Background: an optimization exercise with open tools, aiming at small area. Do not read the settings as production practice.
Function was checked by simulation only, so behaviour that the tests miss may differ from the original.
Power and IR drop assume default switching activity.

==> flow/design.v (outline; a module is shown in full before it is edited, if it fits) <==
// module goStickMan: 910 lines
module goStickMan(clk, resetn, go, up, down, plot, x, y, colour, HEX2, HEX1, HEX0);
  // ...
==> flow/flow/run.sh <==
#!/bin/bash
# Own layout flow: the standard ORFS flow (standard.sh), with two synthesis changes:
#  - the half/full adder cells are kept out (DONT_USE_CELLS), so Yosys's adder extraction
#    leaves that logic to ABC instead of fixing it into adder cells;
#  - ABC maps with flow/abc_area.script (several choice-based area mapping rounds).
# Everything else (registers, floorplan, power grid, placement, CTS, routing) is the standard flow.
set -euo pipefail
here=$(pwd)
cp config.mk own_config.mk
echo 'export DONT_USE_CELLS += sky130_fd_sc_hd__ha_1 sky130_fd_sc_hd__fa_1' >> own_config.mk
# synthesis script: synth_recipe.tcl with ABC's script swapped
sed "s#source \$::env(SCRIPTS_DIR)/synth.tcl#source $here/flow/own_synth.tcl#" synth_recipe.tcl > own_synth_top.tcl
sed -e "s#DESIGN_CONFIG=[^ ]*#DESIGN_CONFIG=$here/own_config.mk#" \
    -e "s#SYNTH_SCRIPT=[^ ]*#SYNTH_SCRIPT=$here/own_synth_top.tcl#" standard.sh > own_standard.sh
export OWN_ABC_SCRIPT=$here/flow/abc_area.script
bash own_standard.sh > flow_make.log 2>&1
==> flow/flow/abc_area.script <==
strash
&get -n
&fraig -x
&put
scorr
dc2
strash
&get -n
&dch -f
&nf -a 
&put
strash
&get -n
&dch -f
&nf -a 
&put
strash
&get -n
&dch -f
&nf -a 
&put
strash
&get -n
&dch -f
&nf -a 
&put
strash
&get -n
&dch -f
&nf -a 
&put
strash
&get -n
&dch -f
&nf -a 
&put
strash
&get -n
&dch -f
&nf -a 
&put
strash
&get -n
&dch -f
&nf -a 
&put
strash
&get -n
&dch -f
&nf -a 
&put
strash
&get -n
&dch -f
&nf -a 
&put
topo
stime -c
upsize -c
dnsize -c
==> flow/flow/own_synth.tcl <==
# ORFS's synth.tcl, read and run unchanged except that its ABC call uses $OWN_ABC_SCRIPT.
set own_f [open $::env(SCRIPTS_DIR)/synth.tcl]
set own_txt [read $own_f]
close $own_f
set own_old {log_cmd abc {*}$abc_args}
if { [string first $own_old $own_txt] < 0 } { error "own_synth.tcl: ABC call not found in synth.tcl" }
set own_txt [string map [list $own_old {log_cmd abc -script $::env(OWN_ABC_SCRIPT) {*}[lrange $abc_args 2 end]}] $own_txt]
eval $own_txt
==> flow/standard.sh <==
#!/bin/bash
# synth_recipe.tcl (not shown) runs the flow's synth.tcl, then flattens the netlist and writes it again
# the make line also repeats each setting of config.mk as NAME=value (left out here)
make -C /OpenROAD-flow-scripts/flow DESIGN_CONFIG=/design/flow/config.mk WORK_HOME=/design/flow/orfs CLKGATE_MAP_FILE= SYNTH_SCRIPT=/design/flow/synth_recipe.tcl "${@:-finish}"
==> flow/config.mk <==
export PLATFORM = sky130hd
export DESIGN_NAME = goStickMan
export DESIGN_NICKNAME = goStickMan
export VERILOG_FILES = /design/flow/design.v
export SDC_FILE = /design/flow/constraint.sdc
export NUM_CORES = 8
export LEC_CHECK = 0
export ABC_AREA = 1
export CAP_MARGIN = 20
export CORE_MARGIN = 2
export CORE_UTILIZATION = 30
export SLEW_MARGIN = 20
==> flow/constraint.sdc <==
create_clock -name core_clock -period 20.0 [get_ports {clk}]
set_input_delay 4.0000 -clock core_clock [delete_from_list [all_inputs] [get_ports {clk}]]
set_output_delay 4.0000 -clock core_clock [all_outputs]
set_load 0.01 [all_outputs]
==> run_results.csv, run 1 <==
group,metric,value,unit
setup_path,critPathMaxFanout,23,
status,status,"no timing/DRC/antenna violations",
cells_and_area,drive_gt1_frac,0.0324,
cells_and_area,nFillCells,2781,
cells_and_area,fin_util,0.342,
yosys,postSynthCellCount,1159,
sta,timing.fmax,135,MHz
cells_and_area,num-nonclk-inverters,26,
cells_and_area,multi_input_area_share,0.702,
pwr,p_sw_frac,0.616,
clocking,cts_setup_buffers,0,
place,hpwlAfterDp,25800,µm
clocking,cts_root_buf,"clkbuf_16",
run,maxCapViolCount,0,
cells_and_area,clock_area_frac,0.0170,
yosys,synth.distinct_cells,78,
setup_path,cpPeakStageDelay,0.85,ns
setup_path,critical_path.endpoint,"y[6]",
cells_and_area,buffer_area_frac,0.0698,
detailed_routing,route.detailed.drc,0,
grt,antenna_found_initial,0,
yosys,ys_async_sr_fraction,0,
cells_and_area,final-seq-area,1240,µm²
setup_path,required,16.00,ns
pwr,p_seq,204,µW
min_path,whs_endpoint,"lfsr[1]$_SDFF_PP0_",
detailed_routing,route.met3.wl,3290,µm
cells_and_area,fin_cells,1529,
place,dp.cells,1521,
cells_and_area,top_register,"score",
clocking,clockBufferDepth,2,
pwr,maxPowerGroup,"combinational cells",
place,placed_cell_area,8110,µm²
setup_path,end_kind,"primary output",
yosys,postSynthNetCount,1164,
grt,grt_pass1_wl,52600,µm
yosys,yosys.area.top_type,"a21oi_1",
==> run 2: changes to the inputs <==
==> flow/flow/run.sh (replaced) <==
#!/bin/bash
# Own layout flow: the standard ORFS flow (standard.sh) with synthesis and buffering choices:
#  - flow/own.mk is added to the ORFS config: it keeps the half/full adder cells out
#    (DONT_USE_CELLS), so Yosys's adder extraction leaves that logic to ABC, and buffers the
#    ports with the smallest buffer cell;
#  - ABC maps with flow/abc_area.script (several choice-based area mapping rounds).
# Registers, floorplan, power grid, placement, CTS and routing are the standard flow's.
set -euo pipefail
here=$(pwd)
cat config.mk flow/own.mk > own_config.mk
sed "s#source \$::env(SCRIPTS_DIR)/synth.tcl#source $here/flow/own_synth.tcl#" synth_recipe.tcl > own_synth_top.tcl
sed -e "s#DESIGN_CONFIG=[^ ]*#DESIGN_CONFIG=$here/own_config.mk#" \
    -e "s#SYNTH_SCRIPT=[^ ]*#SYNTH_SCRIPT=$here/own_synth_top.tcl#" standard.sh > own_standard.sh
export OWN_ABC_SCRIPT=$here/flow/abc_area.script
bash own_standard.sh > flow_make.log 2>&1
==> flow/flow/abc_area.script (replaced) <==
strash
&get -n
&fraig -x
&put
scorr
dc2
strash
&get -n
&deepsyn -T 300
&put
strash
&get -n
&dch -f
&nf -a
&put
strash
&get -n
&dch -f
&nf -a
&put
strash
&get -n
&dch -f
&nf -a
&put
strash
&get -n
&dch -f
&nf -a
&put
strash
&get -n
&dch -f
&nf -a
&put
strash
&get -n
&dch -f
&nf -a
&put
topo
stime -c
upsize -c
dnsize -c
==> flow/flow/own.mk (new file) <==
export DONT_USE_CELLS += sky130_fd_sc_hd__ha_1 sky130_fd_sc_hd__fa_1
export BUFFER_PORTS_ARGS = -buffer_cell sky130_fd_sc_hd__buf_1
--- a/flow/config.mk
+++ b/flow/config.mk
@@ -11,2 +11,3 @@
 export CORE_UTILIZATION = 30
+export CTS_BUF_LIST = sky130_fd_sc_hd__clkbuf_8
 export SLEW_MARGIN = 20
==> run 2 against run 1 <==
Synthesized cell count down 11%. Fmax up 15%. Register-to-register slack better by 1.1 ns. Critical path type unchanged. Worst hold slack better by 0.012 ns. Highest routed layer unchanged. Still clean.
==> run_results.csv, run 2 <==
group,metric,value,unit
clocking,clockBufferDepth,2,
sta,final-hold-violation-count,0,
min_path,worstHoldStart,"lfsr[1]$_SDFF_PP0_",
yosys,postSynthCellCount,1037,
cells_and_area,antenna_cells,0,
setup_path,r2r_end,"xr[0]$_DFFE_PP_",
grt,antenna_found_initial,0,
die,dieArea,24300,µm²
setup_path,cp_num_buf_inv,1,
yosys,synth_edf_count,18,
sta,relSlewSlack,0.256,
die,pin_count,45,
grt,overflow,0,
detailed_routing,antenna_left,0,
setup_path,required,16.00,ns
setup_path,rr_worst_depth,16,
yosys,syn_avg_cell_area,6.68,µm²
setup_path,r2r-start,"seg[1]$_DFF_P_",
grt,grt_max_degree,51,
yosys,ys_async_sr_fraction,0,
setup_path,critPathMaxFanout,18,
grt,grt_pass1_vias,8230,
die,rows,55,
pwr,power.leakage,2.47,nW
cells_and_area,nFillCells,2495,
grt,grt_usage,0.269,
setup_path,end_kind,"primary output",
detailed_routing,wl_per_cell,24.1,µm
grt,grt_pass1_wl,50400,µm
detailed_routing,drtPass1Iterations,6,
setup_path,reg2reg_slack,14.28,ns
yosys,synth.distinct_cells,88,
die,core_area,22600,µm²
sta,rsz0062_at_grt,"no",
setup_path,worstPathCellList,"nor2_1 > nand2_1 > nand2_1 > o21a_1 > buf_1",
run,maxCapViolCount,0,
setup_path,cp_num_cells,5,
status,status,"no timing/DRC/antenna violations",
clocking,clkLatencyLatePin,0.33,ns
cells_and_area,drive_gt1_frac,0.0470,
place,io_buffers,44,
sta,fin_crit_sh,0.321,
cells_and_area,reg_top3,"score: 12 flops, xr: 8 flops, yr: 7 flops",
yosys,ys_top_cells_by_area,"dfxtp_1 10%, nor2_1 8.3%, edfxtp_1 7.8%",
setup_path,critPathLaunchType,"flip-flop",
yosys,ys_ff_latch,53,
yosys,synth_most_common_cell,"nor2_1",
die,die_h,156,µm
yosys,synth_ff_type,"dfxtp_1",
yosys,yosys.area.top_type,"dfxtp_1",
detailed_routing,wirelength,33100,µm
yosys,postSynthNetCount,1042,
setup_path,path_delay_family,"simple AND/OR/NAND/NOR gates",
cells_and_area,final_cell_mix,"153 x nor2_1, 138 x nand2_1, 92 x a21oi_1",
sta,finalSetupTns,0,ns
clocking,cts_setup_buffers,0,
cells_and_area,top_register,"score",
sta,finalMaxSlewViolations,0,
sta,tightest_slew,1.10,ns
pwr,peakVddDrop,0.0689,mV
cells_and_area,syn2layout_area_growth,8.31,%
clocking,post_cts_resized,0,
cells_and_area,final_common_cell,"nor2_1",
sta,timing.fmax,156,MHz
setup_path,crit_arrival,2.43,ns
clocking,cts.sinks,53,
clocking,postCtsHoldBufs,0,
place,hpwlAfterDp,25600,µm
yosys,ys_seq_area_frac,0.179,
sta,min_period,6.43,ns
sta,skew,0.0189,ns
place,gp_congestion,1.06,
yosys,synth_top_area_frac,0.101,
min_path,hold_class,"reg -> reg",
detailed_routing,route.detailed.drc,0,
setup_path,startpoint,"pose[1]$_SDFFE_PN0P_",
detailed_routing,drt_iter0_markers,1186,
die,dieWidth,156,µm
cells_and_area,fin_util,0.331,
clocking,path_clk_slew,0.10,ns
clocking,htree_num_levels,2,
pwr,total_power,1.38,mW
setup_path,cp_slowest_cell,"nor2_1",
sta,timing.hold.ws,0.448,ns
clocking,numCtsBuffers,5,
setup_path,critical_path.endpoint,"y[3]",
clocking,cts_tree,"done",
place,dp.cells,1362,
sta,finalSetupViolCount,0,
clocking,cts_root_buf,"clkbuf_8",
pwr,power_density,184,nW/µm²
cells_and_area,largest_register_ffs,12,
detailed_routing,vias,8909,
cells_and_area,finalNetCount,1089,
setup_path,cpPeakStageDelay,0.59,ns
yosys,syn_area,6920,µm²
cells_and_area,fin_cells,1370,
die,start_util,0.306,
detailed_routing,vias_per_cell,6.50,
yosys,synth_common_cells,"153 x nor2_1, 138 x nand2_1, 92 x a21oi_1",
setup_path,critPathKind,"reg -> out",
yosys,yosysWarnings,1,
setup_path,crit_top_cell,"nand2_1",
-- run 2: changes by cell type in the layout (fill, tap and decap cells not counted), sizes merged, moves of 6 or more --
cell,delta
o21ai,-53
buf,+46
nor2,-21
o22ai,-10
nand2,-31
nor3,+14
a21boi,+6
o21bai,-6
xor2,+6
a21oi,-55
clkdlybuf4s50,-44
-- run 2: metrics by stage --
stage          instance area [µm²]  setup slack, ns
6_report                      7500            13.57
3_3_place_gp                  7420            14.02
3_5_place_dp                  7420            14.02
4_1_cts                       7500            13.65
5_1_grt                       7500            13.42
2_1_floorplan                 6920            14.20
-- run 2: how the worst min path moves through the flow --
stage / end / slack, ns / cells after the start
floorplan: lfsr[2]$_SDFF_PP0_ / 0.41 / 1
global placement: lfsr[2]$_SDFF_PP0_ / 0.42 / 1
detailed placement: lfsr[2]$_SDFF_PP0_ / 0.42 / 1
CTS: lfsr[2]$_SDFF_PP0_ / 0.46 / 1
global route: lfsr[2]$_SDFF_PP0_ / 0.48 / 1
finish: lfsr[2]$_SDFF_PP0_ / 0.45 / 1
-- run 2: cells by family after synthesis --
family,Yosys count,share of synthesized area
compound gates,362,0.347
xor+xnor,43,0.0582
fa+ha+maj,1,0.00145
buf+inv,47,0.0385
flops,53,0.179
mux,1,0.00145
simple gates,530,0.374
-- run 2: final cells by class --
| type | instances | area (µm²) | area share |
|---|---|---|---|
| Clock inverter | 3 | 15.0 | 0.00200 |
| Clock buffer | 5 | 68.8 | 0.00918 |
| Tap cell | 285 | 357 | 0.0475 |
| Multi-Input combinational cell | 937 | 5420 | 0.722 |
| Inverter | 23 | 86.3 | 0.0115 |
| Timing Repair Buffer | 64 | 315 | 0.0420 |
| Sequential cell | 53 | 1240 | 0.165 |
-- run 2: power by group --
group | switching (mW) | internal [mW]
combinational | 0.755 | 0.353
sequential | 0.0560 | 0.150
clock | 0.0392 | 0.0239
-- run 2: worst reg2reg max path, stage by stage (launching register included) --
cell	delay [ns]
dfxtp_1	0.78
nand2b_1	0.33
o221ai_1	0.62
nand4_1	0.47
a32oi_1	0.39
nor3_1	0.10
nand2_1	0.12
a21oi_1	0.11
nand4bb_1	0.25
nor3_2	0.33
and4_4	0.35
nor3b_4	0.26
o31a_4	0.25
nor3b_4	0.09
nor2_4	0.26
o31a_1	0.39
a21boi_0	0.33
-- run 2: routing by layer --
| layer | GRT usage | up-vias | part of all wire |
|---|---|---|---|
| met5 | 0 | - | 0 |
| met3 | 0.0333 | 142 | 0.089 |
| li1 | - | 4004 | - |
| met1 | 0.348 | 4139 | 0.39 |
| met4 | 0.157 | 0 | 0.065 |
| met2 | 0.430 | 624 | 0.45 |

afterwards: timing with drivers on the ports:
The flow's constraints put no driver on any port. The routed layouts listed below were extracted and timed again, unchanged, in two steps.
Step 1: set_driving_cell puts a clkbuf_16 on clk and a buf_2 on each other input, an assumption about the parent block.
Step 2 times the ports against the registers' clock, not the clock port: input delays grow and output delays shrink by t, the midpoint of the rising clock arrivals with the driver on.
Slacks: ideal ports / drivers / drivers and shift; pairs: ideal ports / drivers.
run | shift t [ns] | setup WS [ns] | slew at the worst register clock pin (ns) | worst data-port slew with drivers (ns)
run 1 | 0.336 | 12.620 / 12.581 / 12.917 | 0.07 / 0.07 | 0.03
run 2 | 0.353 | 13.575 / 13.546 / 13.898 | 0.11 / 0.11 | 0.03
After both steps setup and hold are still met in every run listed.
